Context: an optimization exercise on an open-source flow, tuned for small area and a short achievable clock period. The choices shown serve that exercise and are no tape-out recipe. The flow treats the clock pin as an ideal source, which a real chip does not have. Power figures rest on the tool's default switching activity, not on a simulated workload.

==> 11-22: inputs <==
// Lowpass
module Lowpass(input clk, input rst, input en, input [15:0] in, output [15:0] out);
==> module Lowpass, before the edit <==
module Lowpass(input clk, input rst, input en, input [15:0] in, output [15:0] out);
	reg [15:0] ff [31:0];
	reg [15:0] acc;
	reg [4:0]  cnt;
	reg        full;
	wire [15:0] old = full ? ff[31] : 16'b0;
	wire [15:0] nold = ~old;
	wire [15:0] csa_s = acc ^ in ^ nold;
	wire [15:0] csa_c = (acc & in) | (acc & nold) | (in & nold);
	wire [15:0] pa = csa_s;
	wire [15:0] pb = {csa_c[14:0], 1'b1};
	wire [15:0] g0 = pa & pb;
	wire [15:0] p0 = pa ^ pb;
	wire gg1 = g0[1] | (p0[1] & g0[0]);
	wire gg2 = g0[3] | (p0[3] & g0[2]);
	wire pp2 = p0[3] & p0[2];
	wire gg3 = g0[5] | (p0[5] & g0[4]);
	wire pp3 = p0[5] & p0[4];
	wire gg4 = g0[7] | (p0[7] & g0[6]);
	wire pp4 = p0[7] & p0[6];
	wire gg5 = g0[9] | (p0[9] & g0[8]);
	wire pp5 = p0[9] & p0[8];
	wire gg6 = g0[11] | (p0[11] & g0[10]);
	wire pp6 = p0[11] & p0[10];
	wire gg7 = g0[13] | (p0[13] & g0[12]);
	wire pp7 = p0[13] & p0[12];
	wire gg8 = g0[15] | (p0[15] & g0[14]);
	wire pp8 = p0[15] & p0[14];
	wire gg9 = gg2 | (pp2 & gg1);
	wire gg10 = gg4 | (pp4 & gg3);
	wire pp10 = pp4 & pp3;
	wire gg11 = gg6 | (pp6 & gg5);
	wire pp11 = pp6 & pp5;
	wire gg12 = gg8 | (pp8 & gg7);
	wire pp12 = pp8 & pp7;
	wire gg13 = gg10 | (pp10 & gg9);
	wire gg14 = gg12 | (pp12 & gg11);
	wire pp14 = pp12 & pp11;
	wire gg15 = gg14 | (pp14 & gg13);
	wire gg16 = gg11 | (pp11 & gg13);
	wire gg17 = gg3 | (pp3 & gg9);
	wire gg18 = gg5 | (pp5 & gg13);
	wire gg19 = gg7 | (pp7 & gg16);
	wire gg20 = g0[2] | (p0[2] & gg1);
	wire gg21 = g0[4] | (p0[4] & gg9);
	wire gg22 = g0[6] | (p0[6] & gg17);
	wire gg23 = g0[8] | (p0[8] & gg13);
	wire gg24 = g0[10] | (p0[10] & gg18);
	wire gg25 = g0[12] | (p0[12] & gg16);
	wire gg26 = g0[14] | (p0[14] & gg19);
	wire [15:0] cy = {gg26, gg19, gg25, gg16, gg24, gg18, gg23, gg13, gg22, gg17, gg21, gg9, gg20, gg1, g0[0], 1'b0};
	wire [15:0] rsum = p0 ^ cy;
	assign out = en ? {6'b0, acc[15:6]} : 16'b0;
	integer i;
	always @(posedge clk) begin
		if (en) begin
			ff[0] <= in;
			for (i = 1; i < 32; i = i + 1)
				ff[i] <= ff[i-1];
		end
	end
	always @(posedge clk or posedge rst) begin
		if (rst) begin
			acc  <= 16'b0;
			cnt  <= 5'b0;
			full <= 1'b0;
		end else if (en) begin
			acc <= rsum;
			cnt <= cnt + 5'd1;
			if (cnt == 5'd31)
				full <= 1'b1;
		end
	end
endmodule
export LEC_CHECK = 0
export CAP_MARGIN = 20
export CORE_MARGIN = 2
export CORE_UTILIZATION = 60
export CTS_BUF_LIST = sky130_fd_sc_hd__clkbuf_16
export CTS_CLUSTER_DIAMETER = 100
export CTS_CLUSTER_SIZE = 30
export SETUP_SLACK_MARGIN = 5
export SLEW_MARGIN = 20
create_clock -name core_clock -period 10.0 [get_ports {clk}]
standard.sh (not shown) runs the stock make flow with config.mk's settings and CLKGATE_MAP_FILE= SYNTH_SCRIPT=/design/flow/synth_recipe.tcl, a recipe that flattens the netlist after the stock synthesis.
==> flow/flow/run.sh <==
#!/bin/bash
# The standard layout, with a larger setup margin for timing repair, stronger
# port buffers, the en and out pins placed together (flow/pins.tcl), and
# flow/fix_en.tcl run before CTS and after CTS's timing repair (see that
# file); the repair after global routing is skipped so that it keeps that
# structure. make's output goes to flow_make.log; each step's log is under
# orfs/logs.
set -euo pipefail
bash standard.sh SETUP_SLACK_MARGIN=5.65 "BUFFER_PORTS_ARGS=-buffer_cell sky130_fd_sc_hd__buf_2" \
  "PRE_IO_PLACEMENT_TCL=$PWD/flow/pins.tcl" \
  "PRE_CTS_TCL=$PWD/flow/fix_en.tcl" "POST_CTS_TCL=$PWD/flow/fix_en.tcl" SKIP_INCREMENTAL_REPAIR=1 \
  FIX_EN_BUF=sky130_fd_sc_hd__buf_4 FIX_EN_INV=sky130_fd_sc_hd__inv_4 \
  finish > flow_make.log 2>&1
==> flow/flow/fix_en.tcl <==
# Run as ORFS's PRE_CTS_TCL hook, on the placed design before CTS, and again
# as its POST_CTS_TCL hook, after CTS's timing repair.
# en reaches the output through one gate (out = en & sum), but the gates sit
# deep in en's large fanout tree (the enables of all window registers), and
# timing repair then grows that whole tree to speed up the en -> out path.
# Here the gates' en inputs are taken from the en port buffer directly (or
# from one inverter on it, where the gate wants en inverted), and everything
# else the port buffer drove is put behind one new buffer.
set block [ord::get_db_block]
set en_net [[$block findBTerm en] getNet]
set ibuf ""
foreach it [$en_net getITerms] {
  if {[string match input* [[$it getInst] getName]]} { set ibuf [$it getInst] }
}
if {$ibuf eq ""} { puts "fix_en: no port buffer on en"; return }
set root_net [[$ibuf findITerm X] getNet]
puts "fix_en: port buffer [$ibuf getName], net [$root_net getName]"

# a name not yet used in the block
proc fresh {kind base} {
  set block [ord::get_db_block]
  set k 0
  while {[$block find$kind ${base}_$k] ne "NULL"} { incr k }
  return ${base}_$k
}
proc master_of {inst} { return [[$inst getMaster] getName] }
proc is_buf {inst} { return [regexp {__(buf|bufbuf|clkbuf)_[0-9]+$} [master_of $inst]] }
proc is_inv {inst} { return [regexp {__(inv|clkinv)_[0-9]+$} [master_of $inst]] }
proc in_net {inst} {
  foreach it [$inst getITerms] { if {[$it isInputSignal]} { return [$it getNet] } }
  return ""
}
proc out_net {inst} {
  foreach it [$inst getITerms] { if {[$it isOutputSignal]} { return [$it getNet] } }
  return ""
}
proc driver {net} {
  foreach it [$net getITerms] { if {[$it isOutputSignal]} { return [$it getInst] } }
  return ""
}
# parity of inversions from root_net to net through buffers and inverters, or -1
proc parity {net root_net} {
  set par 0
  for {set k 0} {$k < 12} {incr k} {
    if {$net eq $root_net} { return $par }
    set d [driver $net]
    if {$d eq ""} { return -1 }
    if {[is_inv $d]} { set par [expr {1 - $par}] } elseif {![is_buf $d]} { return -1 }
    set net [in_net $d]
    if {$net eq "" || $net eq "NULL"} { return -1 }
  }
  return -1
}

set loc [$ibuf getLocation]
set inv_net ""
set gates {}
set old_drivers {}
foreach bt [$block getBTerms] {
  if {![string match out* [$bt getName]]} continue
  set obuf [driver [$bt getNet]]
  if {$obuf eq "" || ![is_buf $obuf]} continue
  set gate [driver [in_net $obuf]]
  if {$gate eq "" || [is_buf $gate] || [is_inv $gate]} continue
  foreach it [$gate getITerms] {
    if {![$it isInputSignal]} continue
    set n [$it getNet]
    if {$n eq "NULL"} continue
    if {$n eq $root_net} { lappend gates [$gate getName]; continue }
    if {$inv_net ne "" && $n eq $inv_net} { lappend gates [$gate getName]; continue }
    set par [parity $n $root_net]
    if {$par < 0} continue
    lappend old_drivers [driver $n]
    $it disconnect
    if {$par == 0} {
      $it connect $root_net
    } else {
      if {$inv_net eq ""} {
        set inv [odb::dbInst_create $block [[ord::get_db] findMaster $::env(FIX_EN_INV)] [fresh Inst fix_en_inv]]
        set inv_net [odb::dbNet_create $block [fresh Net fix_en_inv_net]]
        [$inv findITerm A] connect $root_net
        [$inv findITerm Y] connect $inv_net
        $inv setLocation [lindex $loc 0] [lindex $loc 1]
        $inv setPlacementStatus PLACED
      }
      $it connect $inv_net
    }
    lappend gates [$gate getName]
  }
}
puts "fix_en: [llength $gates] output gate inputs moved: $gates"

# remove buffers and inverters left without loads (repeatedly, up the tree);
# instances are tracked by name, since a removed one must not be touched
set names [lsort -unique [lmap d $old_drivers {$d getName}]]
set again 1
while {$again} {
  set again 0
  foreach name $names {
    set d [$block findInst $name]
    if {$d eq "NULL" || $d eq ""} continue
    if {![is_buf $d] && ![is_inv $d]} continue
    if {$name eq [$ibuf getName]} continue
    set o [out_net $d]
    if {$o ne "" && $o ne "NULL" && [llength [$o getITerms]] == 1 && [llength [$o getBTerms]] == 0} {
      puts "fix_en: removing unloaded $name"
      set up [driver [in_net $d]]
      foreach it [$d getITerms] { $it disconnect }
      odb::dbInst_destroy $d
      odb::dbNet_destroy $o
      if {$up ne ""} { lappend names [$up getName] }
      set again 1
    }
  }
  set names [lsort -unique $names]
}

# everything else on root_net goes behind one new buffer
set others {}
foreach it [$root_net getITerms] {
  if {[$it isOutputSignal]} continue
  set inst [$it getInst]
  if {[lsearch -exact $gates [$inst getName]] >= 0} continue
  if {$inv_net ne "" && $inst eq $inv} continue
  lappend others $it
}
puts "fix_en: [llength $others] other loads go behind a new buffer"
if {[llength $others] > 1} {
  set b [odb::dbInst_create $block [[ord::get_db] findMaster $::env(FIX_EN_BUF)] [fresh Inst fix_en_buf]]
  set bnet [odb::dbNet_create $block [fresh Net fix_en_net]]
  [$b findITerm A] connect $root_net
  [$b findITerm X] connect $bnet
  foreach it $others { $it disconnect; $it connect $bnet }
  $b setLocation [lindex $loc 0] [lindex $loc 1]
  $b setPlacementStatus PLACED
}
global_connect
estimate_parasitics -placement
repair_design -slew_margin $::env(SLEW_MARGIN) -cap_margin $::env(CAP_MARGIN)
detailed_placement
estimate_parasitics -placement
report_checks -path_delay max -fields {fanout cap slew} -digits 3 -group_path_count 2
==> flow/flow/pins.tcl <==
# Run as ORFS's PRE_IO_PLACEMENT_TCL hook, before place_pins: keep the en pin
# and the pins of out[9:0], which en gates, together on the die's edge, so the
# en -> out wires stay short.
set_io_pin_constraint -group -order -pin_names {out[0] out[1] out[2] out[3] out[4] en out[5] out[6] out[7] out[8] out[9]}
==> inputs of 01-26, as changes to 11-22 <==
==> flow/design.v (replaced) <==
module Lowpass(input clk, input rst, input en, input [15:0] in, output [15:0] out);
	reg [15:0] ff [31:0];
	reg [15:0] acc;
	reg [4:0]  cnt;
	reg        full;
	wire [15:0] ina = in & {16{en}};
	wire [15:0] old = ff[31] & {16{en & full}};
	assign out = en ? {6'b0, acc[15:6]} : 16'b0;
	integer i;
	always @(posedge clk) begin
		if (en) begin
			ff[0] <= in;
			for (i = 1; i < 32; i = i + 1)
				ff[i] <= ff[i-1];
		end
	end
	always @(posedge clk or posedge rst) begin
		if (rst) begin
			acc  <= 16'b0;
			cnt  <= 5'b0;
			full <= 1'b0;
		end else begin
			acc <= acc + ina + ~old + 16'd1;
			if (en) begin
				cnt <= cnt + 5'd1;
				if (cnt == 5'd31)
					full <= 1'b1;
			end
		end
	end
endmodule
==> flow/flow/run.sh (replaced) <==
#!/bin/bash
# The standard layout, with a larger setup margin for timing repair, stronger
# port buffers, and flow/fix_en.tcl run before CTS (see that file).
# make's output goes to flow_make.log; each step's log is under orfs/logs.
set -euo pipefail
bash standard.sh SETUP_SLACK_MARGIN=6 "BUFFER_PORTS_ARGS=-buffer_cell sky130_fd_sc_hd__buf_2" \
  "PRE_CTS_TCL=$PWD/flow/fix_en.tcl" FIX_EN_BUF=sky130_fd_sc_hd__buf_4 FIX_EN_INV=sky130_fd_sc_hd__inv_4 \
  finish > flow_make.log 2>&1
--- a/flow/flow/fix_en.tcl
+++ b/flow/flow/fix_en.tcl
@@ -1,5 +1,4 @@
-# Run as ORFS's PRE_CTS_TCL hook, on the placed design before CTS, and again
-# as its POST_CTS_TCL hook, after CTS's timing repair.
+# Run as ORFS's PRE_CTS_TCL hook, on the placed design before CTS.
 # en reaches the output through one gate (out = en & sum), but the gates sit
 # deep in en's large fanout tree (the enables of all window registers), and
 # timing repair then grows that whole tree to speed up the en -> out path.
@@ -16,13 +15,6 @@
 set root_net [[$ibuf findITerm X] getNet]
 puts "fix_en: port buffer [$ibuf getName], net [$root_net getName]"
 
-# a name not yet used in the block
-proc fresh {kind base} {
-  set block [ord::get_db_block]
-  set k 0
-  while {[$block find$kind ${base}_$k] ne "NULL"} { incr k }
-  return ${base}_$k
-}
 proc master_of {inst} { return [[$inst getMaster] getName] }
 proc is_buf {inst} { return [regexp {__(buf|bufbuf|clkbuf)_[0-9]+$} [master_of $inst]] }
 proc is_inv {inst} { return [regexp {__(inv|clkinv)_[0-9]+$} [master_of $inst]] }
@@ -65,9 +57,7 @@
   foreach it [$gate getITerms] {
     if {![$it isInputSignal]} continue
     set n [$it getNet]
-    if {$n eq "NULL"} continue
-    if {$n eq $root_net} { lappend gates [$gate getName]; continue }
-    if {$inv_net ne "" && $n eq $inv_net} { lappend gates [$gate getName]; continue }
+    if {$n eq "NULL" || $n eq $root_net} continue
     set par [parity $n $root_net]
     if {$par < 0} continue
     lappend old_drivers [driver $n]
@@ -76,8 +66,8 @@
       $it connect $root_net
     } else {
       if {$inv_net eq ""} {
-        set inv [odb::dbInst_create $block [[ord::get_db] findMaster $::env(FIX_EN_INV)] [fresh Inst fix_en_inv]]
-        set inv_net [odb::dbNet_create $block [fresh Net fix_en_inv_net]]
+        set inv [odb::dbInst_create $block [[ord::get_db] findMaster $::env(FIX_EN_INV)] fix_en_inv]
+        set inv_net [odb::dbNet_create $block fix_en_inv_net]
         [$inv findITerm A] connect $root_net
         [$inv findITerm Y] connect $inv_net
         $inv setLocation [lindex $loc 0] [lindex $loc 1]
@@ -121,13 +111,13 @@
   if {[$it isOutputSignal]} continue
   set inst [$it getInst]
   if {[lsearch -exact $gates [$inst getName]] >= 0} continue
-  if {$inv_net ne "" && $inst eq $inv} continue
+  if {$inv_net ne "" && [$inst getName] eq "fix_en_inv"} continue
   lappend others $it
 }
 puts "fix_en: [llength $others] other loads go behind a new buffer"
-if {[llength $others] > 1} {
-  set b [odb::dbInst_create $block [[ord::get_db] findMaster $::env(FIX_EN_BUF)] [fresh Inst fix_en_buf]]
-  set bnet [odb::dbNet_create $block [fresh Net fix_en_net]]
+if {[llength $others] > 0} {
+  set b [odb::dbInst_create $block [[ord::get_db] findMaster $::env(FIX_EN_BUF)] fix_en_buf]
+  set bnet [odb::dbNet_create $block fix_en_net]
   [$b findITerm A] connect $root_net
   [$b findITerm X] connect $bnet
   foreach it $others { $it disconnect; $it connect $bnet }
@@ -135,8 +125,6 @@
   $b setPlacementStatus PLACED
 }
 global_connect
-estimate_parasitics -placement
-repair_design -slew_margin $::env(SLEW_MARGIN) -cap_margin $::env(CAP_MARGIN)
 detailed_placement
 estimate_parasitics -placement
 report_checks -path_delay max -fields {fanout cap slew} -digits 3 -group_path_count 2
removed: flow/flow/pins.tcl
==> inputs of 05-15, as changes to 11-22 <==
--- a/flow/flow/fix_en.tcl
+++ b/flow/flow/fix_en.tcl
@@ -135,8 +135,6 @@
   $b setPlacementStatus PLACED
 }
 global_connect
-estimate_parasitics -placement
-repair_design -slew_margin $::env(SLEW_MARGIN) -cap_margin $::env(CAP_MARGIN)
 detailed_placement
 estimate_parasitics -placement
 report_checks -path_delay max -fields {fanout cap slew} -digits 3 -group_path_count 2
==> comparison table <==
                                                                                                             05-15       01-26       11-22
Element type at the critical path end                                                                     register  output pin  output pin
Combinational power                                                                                     0.000683 W   0.00131 W  0.000674 W
Final worst-path setup slack                                                                               5.64 ns     5.47 ns     5.63 ns
Internal power consumption                                                                               0.00334 W   0.00370 W   0.00333 W
Share of cells above drive strength 1                                                                       0.0968       0.198      0.0941
Final instance area                                                                                      18800 µm²   19700 µm²   18900 µm²
HPWL Detailed                                                                                              10.4 mm     11.8 mm     10.4 mm
Multiplexer share of the synthesized area                                                                  0.00129     0.00129     0.00129
Fraction of post-synthesis cell area in the top cell type by area                                            0.881       0.883       0.881
Status                                                                                  complete, but fails checks  no timing/DRC/antenna violations  no timing/DRC/antenna violations
Layout check failures                                              max-capacitance violations, max-slew violations           -           -
Register share of the cell area                                                                              0.845       0.807       0.845
Arrival time worst endpoint                                                                                4.83 ns     2.53 ns     2.37 ns
Sum of met3 wire segment lengths after detailed routing                                                     594 µm      806 µm      577 µm
Number of DRC markers after the initial detailed-route iteration                                               523         433         537
Fraction of the yosys area taken by sequential cells                                                         0.912       0.915       0.912
Starting density of the core                                                                                 0.608       0.608       0.608
Transition time at the pin with the least slew margin                                                      1.62 ns     1.09 ns     1.27 ns
#MultiIn Comb                                                                                                  140         175         140
Vias in the first global route                                                                                5928        6294        5927
Endpoint of the worst setup timing path                                                        acc[15]$_DFFE_PP0P_      out[1]      out[7]
Via density                                                                                                   5.11        5.36        5.11
FF-to-FF setup slack                                                                                       6.31 ns     7.20 ns     6.34 ns
Number of detailed-routing iterations run before antenna repair                                                  6           4           4
Function was not checked in any run of this note: the RTL went through the layout flow alone.

## re-timing with driven ports
No port has a modelled driver above. Below, the same layouts with a new extraction and two added sets of constraints. Step 1 assumes that a clkbuf_16 drives the clock port and a buf_2 every other input. Step 2 also shifts input and output timing later by t, the mid clock arrival at the registers, as if the neighbouring blocks saw the same clock. a / b / c = ideal / step 1 / step 2; a / b = the first two.
run | shift t [ns] | setup WS [ns] | hold WS [ns] | worst setup path at the end | clock arrival spread, ns
11-22 | 0.577 | 5.631 / 5.541 / 5.099 | 0.412 / 0.412 / 0.412 | input to register | 0.023 / 0.023
01-26 | 0.583 | 5.469 / 5.410 / 5.094 | 0.412 / 0.412 / 0.412 | input to register | 0.025 / 0.025
05-15 | 0.577 | 5.635 / 5.534 / 5.013 | 0.411 / 0.411 / 0.411 | input to register | 0.022 / 0.023
The setup slack of 05-15, which loses most, moves by -0.101 ns with the drivers and by -0.622 ns with both steps.
